This design comes from an exercise in tuning for small area, a short achievable clock period and few clock cycles per item on the open sky130 flow, not from production work.
Where RTL was checked, it was by simulation tests only, not by an equivalence proof against the original.

==> flow/design.v <==
module div(
    input                               clk,
    input                               resetn,
    input                               signed_div_i,
    input   [31:0]                   operand1_i,
    input   [31:0]                   operand2_i,
    input                               start_i,
    input                               annul_i,
    output  reg[63:0]          result_o,
    output  reg                         ready_o
);
localparam S_IDLE = 3'd0;
localparam S_NEG  = 3'd1;
localparam S_NORM = 3'd2;
localparam S_ITER = 3'd3;
localparam S_DONE = 3'd4;
reg [2:0]  state;
reg [32:0] rem;
reg [32:0] dsr;
reg [31:0] quo;
reg [4:0]  cnt;
reg [5:0]  lz_a;      
reg [5:0]  lz_b;      
reg        sa;        
reg        neg_q;     
wire sa_in = signed_div_i & operand1_i[31];
wire sb_in = signed_div_i & operand2_i[31];
wire b_zero = ~|operand2_i;
wire [32:0] a_ext = {sa_in, operand1_i};
wire [32:0] b_ext = {sb_in, operand2_i};
function [5:0] lzc32;
    input [31:0] v;
    reg [15:0] v16;
    reg [7:0]  v8;
    reg [3:0]  v4;
    reg [1:0]  v2;
    reg [4:0]  n;
    begin
        n[4] = ~|v[31:16];
        v16  = n[4] ? v[15:0] : v[31:16];
        n[3] = ~|v16[15:8];
        v8   = n[3] ? v16[7:0] : v16[15:8];
        n[2] = ~|v8[7:4];
        v4   = n[2] ? v8[3:0] : v8[7:4];
        n[1] = ~|v4[3:2];
        v2   = n[1] ? v4[1:0] : v4[3:2];
        n[0] = ~v2[1];
        lzc32 = {~|v, n & {5{|v}}};
    end
endfunction
wire [5:0] lz_a_in = lzc32(operand1_i ^ {32{sa_in}});
wire [5:0] lz_b_in = lzc32((operand2_i ^ {32{sb_in}}) | 32'd1);
wire small_in = (lz_b_in + {5'd0, sa_in}) < lz_a_in;
wire sd = dsr[32];
wire sub = sa | ~sd;
wire [33:0] x = {rem[32], rem};
wire [33:0] y = {dsr[32], dsr} ^ {34{sub}};
wire [33:0] g0 = x & y;
wire [33:0] p0 = x ^ y;
wire [33:0] gg [0:6];
wire [33:0] pp [0:6];
assign gg[0] = g0;
assign pp[0] = p0;
genvar k, i;
generate
    for (k = 0; k < 6; k = k + 1) begin : ks
        for (i = 0; i < 34; i = i + 1) begin : kb
            if (i >= (1 << k)) begin : comb
                assign gg[k+1][i] = gg[k][i] | (pp[k][i] & gg[k][i - (1 << k)]);
                assign pp[k+1][i] = pp[k][i] & pp[k][i - (1 << k)];
            end else begin : pass
                assign gg[k+1][i] = gg[k][i];
                assign pp[k+1][i] = pp[k][i];
            end
        end
    end
endgenerate
wire [33:0] gt = gg[6];
wire [33:0] pt = pp[6];
wire [33:0] carry = {gt[32:0] | (pt[32:0] & {33{sub}}), sub};
wire [33:0] sum = p0 ^ carry;
wire neg_le = p0[33] ^ gt[32];
wire take = sa ? neg_le : ~sum[33];
wire [5:0] first = lz_b - lz_a + {5'd0, sa};
always @(*) begin
    result_o = {rem[31:0], quo};
end
always @(posedge clk) begin
    if (resetn == 1'b0) begin
        state   <= S_IDLE;
        ready_o <= 1'b0;
    end else begin
        case (state)
            S_IDLE: begin
                ready_o <= 1'b0;
                quo     <= 32'd0;
                dsr     <= b_ext;
                lz_a    <= lz_a_in;
                lz_b    <= lz_b_in;
                sa      <= sa_in;
                neg_q   <= sa_in ^ sb_in;
                if (b_zero | ~small_in & sa_in & ~sb_in) rem <= 33'd0;
                else                                    rem <= a_ext;
                if (start_i && !annul_i) begin
                    if (b_zero | small_in) begin
                        state   <= S_DONE;
                        ready_o <= 1'b1;
                    end else if (sa_in & ~sb_in) begin
                        state <= S_NEG;
                    end else begin
                        state <= S_NORM;
                    end
                end
            end
            S_NEG: begin
                rem <= a_ext;
                dsr <= sum[32:0];
                state <= annul_i ? S_IDLE : S_NORM;
            end
            S_NORM: begin
                if (annul_i) begin
                    state <= S_IDLE;
                end else if (!take) begin
                    state   <= S_DONE;
                    ready_o <= 1'b1;
                end else begin
                    if (neg_q) rem <= sum[32:0];
                    quo   <= {32{neg_q}};
                    dsr   <= dsr << first[4:0];
                    cnt   <= first[4:0];
                    state <= S_ITER;
                end
            end
            S_ITER: begin
                if (annul_i) begin
                    state <= S_IDLE;
                end else begin
                    if (take) rem <= sum[32:0];
                    quo <= {quo[30:0], take ^ neg_q};
                    dsr <= {dsr[32], dsr[32:1]};
                    cnt <= cnt - 5'd1;
                    if (cnt == 5'd0) begin
                        state   <= S_DONE;
                        ready_o <= 1'b1;
                    end
                end
            end
            default: begin
                state   <= S_IDLE;
                ready_o <= 1'b0;
            end
        endcase
    end
end
endmodule
export LEC_CHECK = 0
export CAP_MARGIN = 20
export CORE_MARGIN = 2
export CORE_UTILIZATION = 40
export SLEW_MARGIN = 20
create_clock -name core_clock -period 5.0 [get_ports {clk}]
run.sh (not shown) runs the stock make flow with config.mk's settings and CLKGATE_MAP_FILE= SYNTH_SCRIPT=/design/flow/synth_recipe.tcl, a recipe that flattens the netlist after the stock synthesis.
The baseline produced a layout that fails on negative setup slack.
Change:
--- a/flow/design.v
+++ b/flow/design.v
@@ -19,15 +19,20 @@
 reg [32:0] dsr;
 reg [31:0] quo;
 reg [4:0]  cnt;
-reg [5:0]  lz_a;      
-reg [5:0]  lz_b;      
-reg        sa;        
-reg        neg_q;     
 wire sa_in = signed_div_i & operand1_i[31];
 wire sb_in = signed_div_i & operand2_i[31];
+reg  sa;       
+reg  neg_q;    
 wire b_zero = ~|operand2_i;
 wire [32:0] a_ext = {sa_in, operand1_i};
 wire [32:0] b_ext = {sb_in, operand2_i};
+wire sd = dsr[32];
+wire do_add = ~sa & sd;
+wire [33:0] x = {rem[32], rem};
+wire [33:0] y = do_add ? {dsr[32], dsr} : ~{dsr[32], dsr};
+wire [33:0] sum = x + y + {33'd0, ~do_add};
+wire eq = (rem == dsr);
+wire take = sa ? (sum[33] | eq) : ~sum[33];
 function [5:0] lzc32;
     input [31:0] v;
     reg [15:0] v16;
@@ -48,40 +53,9 @@
         lzc32 = {~|v, n & {5{|v}}};
     end
 endfunction
-wire [5:0] lz_a_in = lzc32(operand1_i ^ {32{sa_in}});
-wire [5:0] lz_b_in = lzc32((operand2_i ^ {32{sb_in}}) | 32'd1);
-wire small_in = (lz_b_in + {5'd0, sa_in}) < lz_a_in;
-wire sd = dsr[32];
-wire sub = sa | ~sd;
-wire [33:0] x = {rem[32], rem};
-wire [33:0] y = {dsr[32], dsr} ^ {34{sub}};
-wire [33:0] g0 = x & y;
-wire [33:0] p0 = x ^ y;
-wire [33:0] gg [0:6];
-wire [33:0] pp [0:6];
-assign gg[0] = g0;
-assign pp[0] = p0;
-genvar k, i;
-generate
-    for (k = 0; k < 6; k = k + 1) begin : ks
-        for (i = 0; i < 34; i = i + 1) begin : kb
-            if (i >= (1 << k)) begin : comb
-                assign gg[k+1][i] = gg[k][i] | (pp[k][i] & gg[k][i - (1 << k)]);
-                assign pp[k+1][i] = pp[k][i] & pp[k][i - (1 << k)];
-            end else begin : pass
-                assign gg[k+1][i] = gg[k][i];
-                assign pp[k+1][i] = pp[k][i];
-            end
-        end
-    end
-endgenerate
-wire [33:0] gt = gg[6];
-wire [33:0] pt = pp[6];
-wire [33:0] carry = {gt[32:0] | (pt[32:0] & {33{sub}}), sub};
-wire [33:0] sum = p0 ^ carry;
-wire neg_le = p0[33] ^ gt[32];
-wire take = sa ? neg_le : ~sum[33];
-wire [5:0] first = lz_b - lz_a + {5'd0, sa};
+wire [5:0] lz_r = lzc32(rem[31:0] ^ {32{sa}});
+wire [5:0] lz_d = lzc32((dsr[31:0] ^ {32{sd}}) | 32'd1);
+wire [5:0] first = lz_d - lz_r + {5'd0, sa};
 always @(*) begin
     result_o = {rem[31:0], quo};
 end
@@ -95,14 +69,12 @@
                 ready_o <= 1'b0;
                 quo     <= 32'd0;
                 dsr     <= b_ext;
-                lz_a    <= lz_a_in;
-                lz_b    <= lz_b_in;
                 sa      <= sa_in;
                 neg_q   <= sa_in ^ sb_in;
-                if (b_zero | ~small_in & sa_in & ~sb_in) rem <= 33'd0;
-                else                                    rem <= a_ext;
+                if (sa_in & ~sb_in | b_zero) rem <= 33'd0;
+                else                   rem <= a_ext;
                 if (start_i && !annul_i) begin
-                    if (b_zero | small_in) begin
+                    if (b_zero) begin
                         state   <= S_DONE;
                         ready_o <= 1'b1;
                     end else if (sa_in & ~sb_in) begin
Result: The new run finished but fails on negative setup slack; core utilization grows by 4.3 points; routed wire length came out higher by 16%; first-iteration DRC count rises by 9.9%; worst setup slack got worse by 320 ps; sequential share of layout area drops by 3.8 points; cell count grows by 7.6%; flip-flop and latch count falls by 10; count of clock-buffer cells in the layout falls by 8; register-to-register slack degrades by 1300 ps; design area climbs by 9.1%; non-clock buffer count went up by 123; synthesized area increases by 1.9%.
No functional check of the RTL was part of any run of this note.


Setup of job 101:
div, a different RTL version from the one above (not shown whole).
Size in the first run: about 1300 cells after synthesis, about 120 flip-flops, roughly 130 I/O pins, ~10000 sq um of cells after synthesis.
==> module div, before the edit <==
module div(
    input                               clk,
    input                               resetn,
    input                               signed_div_i,
    input   [31:0]                   operand1_i,
    input   [31:0]                   operand2_i,
    input                               start_i,
    input                               annul_i,
    output  reg[63:0]          result_o,
    output  reg                         ready_o
);
localparam S_IDLE = 3'd0;
localparam S_NEG  = 3'd1;
localparam S_NORM = 3'd2;
localparam S_ITER = 3'd3;
localparam S_DONE = 3'd4;
reg [2:0]  state;
reg [32:0] rem;
reg [32:0] dsr;       
reg [31:0] quo;
reg [4:0]  cnt;
reg [4:0]  lz_a;      
reg [4:0]  lz_b;      
reg        sa;        
reg        sub;       
reg        neg_q;     
wire sa_in = signed_div_i & operand1_i[31];
wire sb_in = signed_div_i & operand2_i[31];
wire b_zero = ~|operand2_i;
wire [32:0] a_ext = {sa_in, operand1_i};
wire [32:0] b_ext = {sb_in, operand2_i};
wire neg_first = sa_in & ~sb_in;      
genvar k, i;
function [4:0] lzc32;
    input [31:0] v;
    input        s;
    reg [7:0] nz;
    reg [7:0] oh;
    reg [3:0] nb;
    reg [2:0] hi;
    integer n;
    begin
        for (n = 0; n < 8; n = n + 1)
            nz[n] = s ? ~&v[4*n +: 4] : |v[4*n +: 4];
        for (n = 0; n < 8; n = n + 1)
            oh[n] = nz[n] & ~|(nz >> (n + 1));
        nb = 4'd0;
        hi = 3'd0;
        for (n = 0; n < 8; n = n + 1) begin
            nb = nb | ({4{oh[n]}} & v[4*n +: 4]);
            hi = hi | ({3{oh[n]}} & (3'd7 - n[2:0]));
        end
        nb = nb ^ {4{s}};
        lzc32 = {hi, ~nb[3] & ~nb[2], ~nb[3] & (nb[2] | ~nb[1])};
    end
endfunction
wire [31:0] wa = sa_in ? {~operand1_i[30:0], 1'b1} : operand1_i;
wire [31:0] wb = {operand2_i[31:1], ~sb_in};
wire [7:0] nz_a, nz_b, nz_b_above;
generate
    for (k = 0; k < 8; k = k + 1) begin : nib
        assign nz_a[k] = |operand1_i[4*k+3:4*k];
        assign nz_b[k] = sb_in ? ~&wb[4*k+3:4*k] : |wb[4*k+3:4*k];
        if (k == 7) begin : top
            assign nz_b_above[k] = 1'b0;
        end else begin : below
            assign nz_b_above[k] = |nz_b[7:k+1];
        end
    end
endgenerate
wire small_in = ~sa_in & ~|(nz_a & ~nz_b_above);
wire [4:0] sg = lz_b & ~lz_a;
wire [4:0] sp = lz_b | ~lz_a;
wire [4:0] sc;      
assign sc[0] = 1'b1;
assign sc[1] = sg[0] | sp[0];
assign sc[2] = sg[1] | sp[1] & (sg[0] | sp[0]);
assign sc[3] = sg[2] | sp[2] & sg[1] | sp[2] & sp[1] & (sg[0] | sp[0]);
assign sc[4] = sg[3] | sp[3] & sg[2] | sp[3] & sp[2] & sg[1]
             | sp[3] & sp[2] & sp[1] & (sg[0] | sp[0]);
wire [4:0] first = (lz_b ^ sc) ^ ~lz_a;
wire [33:0] x = {rem[32], rem};
wire [33:0] y = {dsr[32], dsr};
wire [33:0] g0 = x & y;
wire [33:0] p0 = x | y;
wire [33:0] gg [0:6];
wire [33:0] pp [0:6];
assign gg[0] = g0;
assign pp[0] = p0;
generate
    for (k = 0; k < 6; k = k + 1) begin : ks
        for (i = 0; i < 34; i = i + 1) begin : kb
            if (i >= (1 << k)) begin : comb
                assign gg[k+1][i] = gg[k][i] | (pp[k][i] & gg[k][i - (1 << k)]);
                assign pp[k+1][i] = pp[k][i] & pp[k][i - (1 << k)];
            end else begin : pass
                assign gg[k+1][i] = gg[k][i];
                assign pp[k+1][i] = pp[k][i];
            end
        end
    end
endgenerate
wire [33:0] gt = gg[6];
wire [33:0] pt = pp[6];
wire [33:0] carry = {gt[32:0] | (pt[32:0] & {33{sub}}), sub};
wire [33:0] sum = (x ^ carry) ^ y;
wire neg_le = (x[33] ^ gt[32]) ^ y[33];
wire take = sa ? neg_le : ~sum[33];
always @(*) begin
    result_o = {rem[31:0], quo};
    ready_o  = (state == S_DONE);
end
always @(posedge clk) begin
    lz_a  <= lzc32(wa, 1'b0);
    lz_b  <= lzc32(wb, sb_in);
    sa    <= sa_in;
    sub   <= sa_in | ~sb_in;
    neg_q <= sa_in ^ sb_in;
    case (state)
        S_IDLE:  dsr <= b_ext ^ {33{sa_in | ~sb_in}};
        S_NEG:   dsr <= ~sum[32:0];     
        S_NORM:  dsr <= (dsr << first) | ~({33{1'b1}} << first) & {33{sub}};
        default: dsr <= {dsr[32], dsr[32:1]};
    endcase
    if (state == S_NORM) cnt <= first;
    else                 cnt <= cnt - 5'd1;
    case (state)
        S_IDLE:  quo <= 32'd0;
        S_NEG:   quo <= 32'd0;
        S_NORM:  quo <= {32{neg_q & take}};
        default: quo <= {quo[30:0], take ^ neg_q};
    endcase
    case (state)
        S_IDLE:  rem <= (b_zero | neg_first) ? 33'd0 : a_ext;
        S_NEG:   rem <= a_ext;
        S_NORM:  if (take & neg_q) rem <= sum[32:0];
        S_ITER:  if (take) rem <= sum[32:0];
        default: ;
    endcase
    if (resetn == 1'b0) begin
        state <= S_IDLE;
    end else begin
        case (state)
            S_IDLE: begin
                if (start_i && !annul_i) begin
                    if (b_zero | small_in) state <= S_DONE;
                    else if (neg_first)    state <= S_NEG;
                    else                   state <= S_NORM;
                end
            end
            S_NEG:  state <= annul_i ? S_IDLE : S_NORM;
            S_NORM: begin
                if (annul_i)    state <= S_IDLE;
                else if (!take) state <= S_DONE;     
                else            state <= S_ITER;
            end
            S_ITER: begin
                if (annul_i)           state <= S_IDLE;
                else if (cnt == 5'd0)  state <= S_DONE;
            end
            default: state <= S_IDLE;
        endcase
    end
end
endmodule
clock: 5.0 ns
lec_check: 0
cap_margin: 20
core_margin: 2
core_utilization: 40
setup_slack_margin: 1.2
slew_margin: 20
standard.sh (not shown) runs the stock make flow with config.mk's settings and CLKGATE_MAP_FILE= SYNTH_SCRIPT=/design/flow/synth_recipe.tcl, a recipe that flattens the netlist after the stock synthesis.
==> flow/flow/run.sh <==
#!/bin/bash
# The standard layout, with the ports buffered by buf_2 cells.
set -euo pipefail
bash standard.sh "BUFFER_PORTS_ARGS=-buffer_cell sky130_fd_sc_hd__buf_2" finish > standard_flow.log 2>&1
Job 101: full flow OK, the timing, DRC and antenna checks passed
Testbench counts of job 101, summed over its fixed seeds: cycles 72,428, divisions 8,000.
Modified inputs, job 102 compared to job 101
-- flow/design.v --
<<< job 101, line 16
localparam S_DONE = 3'd4;
reg [2:0]  state;
reg [32:0] rem;
reg [32:0] dsr;       
reg [31:0] quo;
>>> job 102, line 16
localparam S_DONE = 3'd4;
reg [2:0]  state;
reg [31:0] rem;       
reg [32:0] dsr;       
reg [31:0] quo;
<<< job 101, line 23
reg [4:0]  lz_b;      
reg        sa;        
reg        sub;       
reg        neg_q;     
wire sa_in = signed_div_i & operand1_i[31];
wire sb_in = signed_div_i & operand2_i[31];
wire b_zero = ~|operand2_i;
wire [32:0] a_ext = {sa_in, operand1_i};
wire [32:0] b_ext = {sb_in, operand2_i};
wire neg_first = sa_in & ~sb_in;      
>>> job 102, line 23
reg [4:0]  lz_b;      
reg        sa;        
reg        sb;        
wire sa_in = signed_div_i & operand1_i[31];
wire sb_in = signed_div_i & operand2_i[31];
wire b_zero = ~|operand2_i;
wire [32:0] b_ext = {sb_in, operand2_i};
wire neg_first = sa_in & ~sb_in;      
<<< job 101, line 60
generate
    for (k = 0; k < 8; k = k + 1) begin : nib
        assign nz_a[k] = |operand1_i[4*k+3:4*k];
        assign nz_b[k] = sb_in ? ~&wb[4*k+3:4*k] : |wb[4*k+3:4*k];
        if (k == 7) begin : top
>>> job 102, line 58
generate
    for (k = 0; k < 8; k = k + 1) begin : nib
        assign nz_a[k] = |wa[4*k+3:4*k];
        assign nz_b[k] = sb_in ? ~&wb[4*k+3:4*k] : |wb[4*k+3:4*k];
        if (k == 7) begin : top
<<< job 101, line 69
    end
endgenerate
wire small_in = ~sa_in & ~|(nz_a & ~nz_b_above);
wire [4:0] sg = lz_b & ~lz_a;
wire [4:0] sp = lz_b | ~lz_a;
>>> job 102, line 67
    end
endgenerate
wire small_in = ~|(nz_a & ~nz_b_above);
wire [4:0] sg = lz_b & ~lz_a;
wire [4:0] sp = lz_b | ~lz_a;
<<< job 101, line 80
             | sp[3] & sp[2] & sp[1] & (sg[0] | sp[0]);
wire [4:0] first = (lz_b ^ sc) ^ ~lz_a;
wire [33:0] x = {rem[32], rem};
wire [33:0] y = {dsr[32], dsr};
wire [33:0] g0 = x & y;
>>> job 102, line 78
             | sp[3] & sp[2] & sp[1] & (sg[0] | sp[0]);
wire [4:0] first = (lz_b ^ sc) ^ ~lz_a;
wire        sub = sa | ~sb;      
wire        neg_q = sa ^ sb;     
wire        rem_s = sa & rem[31];
wire [33:0] x = {rem_s, rem_s, rem};
wire [33:0] y = {dsr[32], dsr};
wire [33:0] g0 = x & y;
<<< job 101, line 115
    lz_b  <= lzc32(wb, sb_in);
    sa    <= sa_in;
    sub   <= sa_in | ~sb_in;
    neg_q <= sa_in ^ sb_in;
    case (state)
        S_IDLE:  dsr <= b_ext ^ {33{sa_in | ~sb_in}};
>>> job 102, line 116
    lz_b  <= lzc32(wb, sb_in);
    sa    <= sa_in;
    sb    <= sb_in;
    case (state)
        S_IDLE:  dsr <= b_ext ^ {33{sa_in | ~sb_in}};
<<< job 101, line 132
    endcase
    case (state)
        S_IDLE:  rem <= (b_zero | neg_first) ? 33'd0 : a_ext;
        S_NEG:   rem <= a_ext;
        S_NORM:  if (take & neg_q) rem <= sum[32:0];
        S_ITER:  if (take) rem <= sum[32:0];
        default: ;
    endcase
>>> job 102, line 132
    endcase
    case (state)
        S_IDLE:  rem <= (b_zero | neg_first) ? 32'd0 : operand1_i;
        S_NEG:   rem <= operand1_i;
        S_NORM:  if (take & neg_q) rem <= sum[31:0];
        S_ITER:  if (take) rem <= sum[31:0];
        default: ;
    endcase
<<< job 101, line 144
            S_IDLE: begin
                if (start_i && !annul_i) begin
                    if (b_zero | small_in) state <= S_DONE;
                    else if (neg_first)    state <= S_NEG;
                    else                   state <= S_NORM;
                end
            end
            S_NEG:  state <= annul_i ? S_IDLE : S_NORM;
            S_NORM: begin
                if (annul_i)    state <= S_IDLE;
>>> job 102, line 144
            S_IDLE: begin
                if (start_i && !annul_i) begin
                    if (b_zero)         state <= S_DONE;
                    else if (neg_first) state <= S_NEG;
                    else if (small_in)  state <= S_DONE;
                    else                   state <= S_NORM;
                end
            end
            S_NEG: begin
                if (annul_i)       state <= S_IDLE;
                else if (small_in) state <= S_DONE;     
                else               state <= S_NORM;
            end
            S_NORM: begin
                if (annul_i)    state <= S_IDLE;
Compared to job 101, job 102 shows a narrower setup margin. Looking at count of cells resized by post-cts repair, job 102 sits 11 above job 101. Job 102 gives less number of cells on the worst reg-to-reg path than job 101 did. Job 102 vs. job 101: final critical delay including setup and external delays rose 160 ps; cell area rose 490 sq um; number of buffers added for setup after CTS rose 10. Data required time at the worst endpoint was higher in the run labelled job 102.
Only the layout flow was run in job 102; the RTL was not checked for function there.

## static timing again, ports no longer ideal
How much do the figures lean on ideal ports? The routed layouts below were timed once more, with nothing changed but the port constraints. Step 1 sets driving cells, clkbuf_16 on the clock port and buf_2 on the other inputs (assumed; they add their load-dependent delay and slew). Step 2 times the ports against the registers' clock, not the clock port: input delays grow and output delays shrink by t, the midpoint of the rising clock arrivals with the driver on. Three values: ideal, step 1, step 2; two values: the first two.
run | shift t [ns] | slack for setup (ns) | worst setup path after step 2 | worst register clock-pin slew, ns | worst slew at a driven data input, ns
the first run of note 1 | 0.481 | -0.592 / -0.578 / -1.059 | input to register | 0.07 / 0.07 | 0.05
the second run of note 1 | 0.421 | -0.908 / -0.908 / -0.908 | register to register | 0.10 / 0.10 | 0.04
job 101 | 0.476 | 1.387 / 1.387 / 0.964 | input to register | 0.06 / 0.06 | 0.04
job 102 | 0.478 | 1.227 / 1.227 / 1.187 | input to register | 0.07 / 0.07 | 0.04
For the first run of note 1, which loses most, drivers alone change the setup slack by +0.014 ns; drivers and shift together by -0.467 ns.
